Background: an optimization exercise with open tools, aiming at small area and a short achievable clock period. Do not read the settings as production practice.
Only simulation tests tie the RTL to the original design; equivalence was not proved.
No activity file was given, so power comes from the tool's default toggle rates.

Setup of run 1:
Design vec_multi_core, start of the top module:
module vec_multi_core #(
    parameter int LEN = 32,
    parameter int DATA_WIDTH = 8
) (
    input logic clk,
    input logic rst_n,
    input logic i_data_valid,
    input logic i_load_weight,
    input logic [LEN*DATA_WIDTH-1:0] i_data,
    input logic [2*LEN-1:0] i_weight,
    output logic o_data_ready,
    output logic signed [31:0] o_result
);
clock: 3.0 ns
lec_check: 0
cap_margin: 20
core_margin: 2
core_utilization: 40
slew_margin: 20
synth_hierarchical: 1
run.sh (not shown) runs the stock make flow with config.mk's settings and CLKGATE_MAP_FILE= SYNTH_SCRIPT=/design/flow/synth_recipe.tcl, a recipe that flattens the netlist after the stock synthesis.
#### Input delta (run 2 over run 1)
- CTS_BUF_LIST now sky130_fd_sc_hd__clkbuf_8, previously not set
==> flow/flow/run.sh (new file) <==
#!/bin/bash
# Standard layout, except that the port buffers are buf_1 cells instead of the delay cells
# buffer_ports picks by default.
export BUFFER_PORTS_ARGS="-buffer_cell sky130_fd_sc_hd__buf_1"
bash standard.sh > standard.log 2>&1
==> flow/standard.sh (new file) <==
#!/bin/bash
# synth_recipe.tcl (not shown) runs the flow's synth.tcl, then flattens the netlist and writes it again
# the make line also repeats each setting of config.mk as NAME=value (left out here)
make -C /OpenROAD-flow-scripts/flow DESIGN_CONFIG=/design/flow/config.mk WORK_HOME=/design/flow/orfs CLKGATE_MAP_FILE= SYNTH_SCRIPT=/design/flow/synth_recipe.tcl "${@:-finish}"
removed: flow/run.sh
### Flow results
Delta (run 2 minus run 1): layout overhead on the synthesized area dropped 14 points; overall power of the completed layout went down; cell area reported after detailed placement lost 2200 sq um.
Edits applied to the flow inputs when going from run 2 to run 3:
- removing CTS_BUF_LIST (formerly sky130_fd_sc_hd__clkbuf_8)
- setting SETUP_SLACK_MARGIN to 0.9 for the first time
Run 3 reports its beginning of the critical path as wn[6] while run 2 reports wn[3].
Re total detailed-routing wirelength: run 2 was lower than run 3.
Power of run 3 exceeds that of run 2 by a few percent.
Register-to-register slack (run 3 over run 2): increase, 0.10 ns

---

## pepper
vec_multi_core again, from the RTL that the note above started with.
Design vec_multi_core, start of the top module:
module vec_multi_core #(
    parameter int LEN = 32,
    parameter int DATA_WIDTH = 8
) (
    input logic clk,
    input logic rst_n,
    input logic i_data_valid,
    input logic i_load_weight,
    input logic [LEN*DATA_WIDTH-1:0] i_data,
    input logic [2*LEN-1:0] i_weight,
    output logic o_data_ready,
    output logic signed [31:0] o_result
);
export LEC_CHECK = 0
export CAP_MARGIN = 20
export CORE_MARGIN = 2
export CORE_UTILIZATION = 40
export SLEW_MARGIN = 20
export SYNTH_HIERARCHICAL = 1
create_clock -name core_clock -period 3.0 [get_ports {clk}]
standard.sh (not shown) runs the stock make flow with config.mk's settings and CLKGATE_MAP_FILE= SYNTH_SCRIPT=/design/flow/synth_recipe.tcl, a recipe that flattens the netlist after the stock synthesis.
==> flow/flow/run.sh <==
#!/bin/bash
# Standard layout, except that the port buffers are buf_1 cells instead of the delay cells
# buffer_ports picks by default.
export BUFFER_PORTS_ARGS="-buffer_cell sky130_fd_sc_hd__buf_1"
bash standard.sh > standard.log 2>&1
pepper | status: complete | timing, DRC, antenna: pass
#### Input delta (raven over pepper)
Settings: CTS_BUF_LIST newly set to sky130_fd_sc_hd__clkbuf_4.
Endpoint of the worst setup timing path: r1[41]$_DFF_P_ -> pepper, res[10]$_SDFF_PN0_ -> raven
On number of tap instances, raven and pepper are neck and neck.
Run comparison: pepper standard cell with the maximum stage delay on the critical path sky130_fd_sc_hd__edfxtp_1; raven standard cell with the maximum stage delay on the critical path sky130_fd_sc_hd__a2111oi_2
raven against pepper: largest voltage drop on the vdd net now smaller; fraction of area in clock buffers and inverters now smaller; fraction of standard cell area that is sequential now larger; final wirelength now larger.
The inputs of fjord differ from those of raven as listed below.
Settings: an added SETUP_SLACK_MARGIN of 1.1; a deleted CTS_BUF_LIST that had been sky130_fd_sc_hd__clkbuf_4.
Notes after the runs:
fjord went all the way through the flow, and no timing, DRC or antenna check failed.
Global-route wire length before repair: fjord vs raven up 2.6%
raven reports its critical path launch point as r3[4]$_DFF_P_ while fjord reports wp[1]$_DFFE_PP_.
When fjord is measured against raven, its combinational cell fraction of total power turns out 3.0 points higher.
[fjord vs raven] total global routing track utilization: higher in fjord
In fjord, the post-route fraction of the period consumed by the critical path came out 6.1 points below the value in raven.
Sort raven and fjord by post-route worst hold slack desc -> top: fjord
fjord vs raven — arrival time reported for the critical path endpoint dropped 0.35 ns.
Fraction of the yosys area taken by sequential cells of raven is on par with fjord.

-- what the ideal ports hide --
No port has a modelled driver above. Below, the same layouts with a new extraction and two added sets of constraints. Step 1 (the two cells are an assumption about what drives the block):
set clk [get_ports {clk}]
set_driving_cell -lib_cell sky130_fd_sc_hd__clkbuf_16 $clk
set_driving_cell -lib_cell sky130_fd_sc_hd__buf_2 [delete_from_list [all_inputs] $clk]
Step 2 also shifts input and output timing later by t, the mid clock arrival at the registers, as if the neighbouring blocks saw the same clock. Three values: no drivers, after step 1, after step 2; two values: the first two.
run	t, ns	setup slack, ns	worst register clock-pin slew, ns
run 1	0.591	0.606 / 0.553 / 0.364	0.06 / 0.06
run 2	0.651	0.832 / 0.832 / 0.770	0.07 / 0.07
run 3	0.580	0.928 / 0.928 / 0.758	0.07 / 0.07
pepper	0.579	0.822 / 0.822 / 0.765	0.06 / 0.06
raven	0.772	0.791 / 0.791 / 0.762	0.07 / 0.07
fjord	0.587	0.972 / 0.972 / 0.732	0.06 / 0.06
After both steps every run listed still meets setup and hold. The setup slack of run 1, which loses most, moves by -0.053 ns with the drivers and by -0.242 ns with both steps.
